Background: an optimization exercise with open tools, aiming at small area, a short achievable clock period and few clock cycles. Do not read the settings as production practice. The RTL was checked by simulation tests, not by an equivalence proof against the original design.

==> flow/design.v, too long to show whole: its modules and the start of the top module <==
// module sqrt: 108 lines
// module mul32x25: 1955 lines
module sqrt
  #( parameter I_WIDTH = 16,
               F_WIDTH = 16)
  (input [I_WIDTH+F_WIDTH-1:0] N_in,
   output reg [I_WIDTH+F_WIDTH-1:0] out,
   input clk, rst, in_valid,
   output reg out_valid, ready
  );
  // ...
==> flow/run.sh <==
#!/bin/bash
# synth_recipe.tcl (not shown) runs the flow's synth.tcl, then flattens the netlist and writes it again
# the make line also repeats each setting of config.mk as NAME=value (left out here)
make -C /OpenROAD-flow-scripts/flow DESIGN_CONFIG=/design/flow/config.mk WORK_HOME=/design/flow/orfs CLKGATE_MAP_FILE= SYNTH_SCRIPT=/design/flow/synth_recipe.tcl finish
==> flow/config.mk <==
export PLATFORM = sky130hd
export DESIGN_NAME = sqrt
export DESIGN_NICKNAME = sqrt
export VERILOG_FILES = /design/flow/design.v
export SDC_FILE = /design/flow/constraint.sdc
export NUM_CORES = 4
export LEC_CHECK = 0
export CAP_MARGIN = 20
export CORE_MARGIN = 2
export CORE_UTILIZATION = 40
export CTS_CLUSTER_DIAMETER = 60
export CTS_CLUSTER_SIZE = 20
export PLACE_DENSITY = 0.6
export SLEW_MARGIN = 20
==> flow/constraint.sdc <==
create_clock -name core_clock -period 30.0 [get_ports {clk}]
set_input_delay 6.0000 -clock core_clock [delete_from_list [all_inputs] [get_ports {clk}]]
set_output_delay 6.0000 -clock core_clock [all_outputs]
set_load 0.01 [all_outputs]
==> impl_metrics.toml, run 1 <==
[outcome]
outcome = "complete, no violations"

[final_layout]
sh_seq_area_pct = 14.1
clk_share_pct = 1.77
nets = 4103
fillCellCount = 7702
post-route-cell-area_sq_mm = 0.0339
buf_share_pct = 4.53

[synthesis]
synth.ff_latch_count = 172
synth_nets = 4199
synthTopCellsByCount = "inv_1 (501), fa_1 (373), xnor2_1 (365), clkbuf_1 (222), nand2_1 (221)"
synth.area.top_cells = "fa_1 (24%), edfxtp_1 (13%), xnor2_1 (10%), inv_1 (6.0%), ha_1 (4.9%)"
synth_top_area_cell = "fa_1"
synthAdderAreaFrac_pct = 28.6
yosys.cell_count.top_type = "inv_1"

[clock_network]
cts_tree = "done"
worstSkewPairLatency_ps = 460

[place]
io_buffers = 68

[route]
routedWlPerCell_microns = 27.1
wirelength_mm = 125
top_layer = "met5"
met3_length_mm = 13.6

[worst_hold_path]
hold_path_class = "reg -> reg"

[timing]
worst_pin_slew_ps = 1240
finalSetupTns_ps = 0
final-hold-violation-count = 0

[worst_setup_path]
cp_slowest_cell = "o31ai_1"

[global_route]
globalRouteOverflowTotal = 0
Testbench counts, summed over its fixed seeds: cycles 35,079.
==> run 2: changes to the inputs <==
--- a/flow/config.mk
+++ b/flow/config.mk
@@ -6,5 +6,5 @@
 export NUM_CORES = 4
 export LEC_CHECK = 0
-export CAP_MARGIN = 20
+export CAP_MARGIN = 50
 export CORE_MARGIN = 2
 export CORE_UTILIZATION = 40
@@ -12,3 +12,3 @@
 export CTS_CLUSTER_SIZE = 20
 export PLACE_DENSITY = 0.6
-export SLEW_MARGIN = 20
+export SLEW_MARGIN = 60
==> impl_metrics.toml, run 2 <==
[outcome]
outcome = "complete, no violations"

[synthesis]
synth_top_area_share_pct = 23.7
syn_avg_cell_area_sq_um = 8.59
synth_top_area_cell = "fa_1"
ys_types = 94
netlist_area_sq_mm = 0.0315
yosys.cell_count.top_type = "inv_1"
synth.area.top_cells = "fa_1 (24%), edfxtp_1 (13%), xnor2_1 (10%), inv_1 (6.0%), ha_1 (4.9%)"
synthTopCellsByCount = "inv_1 (501), fa_1 (373), xnor2_1 (365), clkbuf_1 (222), nand2_1 (221)"
synthCells = 3667
synth.ff_latch_count = 172
synth_seq_area_share_pct = 15.1
ys_warn_count = 1
synth_edf_count = 132
synth_nets = 4199
async_flop_share_pct = 0
synthFlopType = "edfxtp_1"

[route]
antenna_left = 0
routedWlPerCell_microns = 27.0
wirelength_mm = 126
drt_iter0_drc = 3989
vias = 28695
vias_per_cell = 6.17
drtPass1Iterations = 7
drc = 0

[global_route]
globalRouteOverflowTotal = 0
grt_max_degree = 69
grtUsageTotal_pct = 30.8
grt_pass1_wl_mm = 186
grt_pass1_vias = 28452
grt_antenna_before_repair = 5

[clock_network]
cts_made_buffers = 17
clock_sinks = 172
ctsHoldBuffers = 0
path_clk_slew_ps = 80
post_cts_resized = 0
worstSkewPairLatency_ps = 470
cts_setup_buffers = 0
clock-root-buffer = "clkbuf_16"
clockBufferDepth = 2
htreeDepth = 4
cts_tree = "done"

[final_layout]
nets = 4130
mostFrequentLayoutCells = "inv_1 (493), fa_1 (373), xnor2_1 (353)"
area_growth_syn_to_layout_pct = 9.84
layout.cells.non_filler = 4654
regArea_sq_mm = 0.00478
fillCellCount = 7710
reg_top3 = "N: 32 flops, ma: 32 flops, out: 32 flops"
layout-drive-gt1-share_pct = 9.22
multi_input_comb_area_sq_mm = 0.0241
layout_commonest_cell = "inv_1"

[worst_setup_path]
cp_slowest_cell = "a221oi_1"
critical_path_class = "reg -> reg"
cp_max_fo = 44
cp.arrival_ps = 9480
required_ps = 30190
cp_common_cell = "fa_1"
crit_path_end_kind = "flop"
max_stage_delay_ps = 510
critPathLaunchType = "flop"

[timing]
final-hold-violation-count = 0
hold_slack_ps = 562
worst_pin_slew_ps = 626
setup_viol = 0
clock_skew_ps = 25.1
final.period_utilization_pct = 31.0
grt_setup_unrepaired = "false"
finalSetupTns_ps = 0
fin_crit_ps = 9300
slew_headroom_pct = 58.2
fmax_mhz = 108
slew_violations = 0

[die]
die_y_microns = 285
initial_core_util_pct = 40.5
die_area_sq_mm = 0.0810
ios = 69
die_w_microns = 285
rows = 102
core_sq_mm = 0.0777

[place]
place_inst = 4613
place_congestion = 1.01
io_buffers = 68
hpwl_mm = 94.8

[job]
maxCapViolCount = 0

[worst_hold_path]
hold_path_class = "reg -> reg"
==> run 2: cell type report <==
type,count,area share [%]
clock buffer,18,1.24
antenna,3,0.0217
sequential,172,13.8
multi-input combinational,2683,69.7
timing repair buffer,208,5.32
tap,1040,3.76
inverter,516,5.63
clock inverter,14,0.510
==> run 2: metal layers <==
metal  vias up  global-route usage, %  routed length, microns
li1      12376                      -                       -
met1     14016                   40.3                   48500
met2      1858                   47.1                   54100
met3       443                   6.34                   14100
met4         2                   17.9                    8830
met5         -                      0                      11
==> run 2: cells by family (layout without fill, tap and decap cells) <==
kind of cell	after synthesis	count (layout)	share of synthesized area, %
mux	101	101	3.35
compound gates	936	936	19.9
flops	172	172	15.1
other cells	0	3	0
simple gates	710	710	10.9
buf+inv	812	756	9.84
fa+ha+maj	497	497	28.6
xor+xnor	439	439	12.2
==> run 2: worst max-delay path, delay by kind of cell, from the launching register on <==
kind | cells | cell delay [ps]
fa+ha+maj | 8 | 3040
compound gates | 9 | 2320
buf+inv | 9 | 2080
simple gates | 4 | 710
xor+xnor | 2 | 480
flops | 1 | 320
==> run 2: worst paths after layout <==
check	slack [ps]	endpoint	cells after the start	from
setup / recovery	20700	mb[12]	32	mb[1]
hold / removal	560	X[15]	1	ma[15]
setup reg to reg	20700	mb[12]	32	mb[1]
hold reg to reg	560	X[15]	1	ma[15]
==> run 2: per-stage QoR <==
| step | cell area (sq um) | setup WS (ps) | utilization, % |
|---|---|---|---|
| 2_1_floorplan | 31500 | 22030 | - |
| 4_1_cts | 34300 | 20640 | 44.2 |
| 3_3_place_gp | 33300 | 20540 | 42.8 |
| 3_5_place_dp | 33700 | 20680 | 43.4 |
| 5_1_grt | 34600 | 20210 | 44.5 |
| 6_report | 34600 | 20700 | 44.5 |

[what the ideal ports hide]
The flow's constraints put no driver on any port. The routed layouts listed below were extracted and timed again, unchanged, in two steps. Step 1 sets driving cells, clkbuf_16 on the clock port and buf_2 on the other inputs (assumed; they add their load-dependent delay and slew). Step 2, shift: input delay + t, output delay - t, t = (earliest + latest rising clock arrival at the registers) / 2. This alone moves slack from input paths to output paths. Slacks: no drivers / after step 1 / after step 2; pairs: no drivers / after step 1.
run | t (ns) | setup WS [ns] | clock arrival spread, ns | worst register clock-pin slew, ns | cell pins on the clock port's net
run 1 | 0.502 | 20.390 / 20.390 / 20.390 | 0.024 / 0.025 | 0.08 / 0.08 | 1
run 2 | 0.514 | 20.702 / 20.702 / 20.702 | 0.025 / 0.025 | 0.08 / 0.08 | 1
After both steps setup and hold are still met in every run listed.
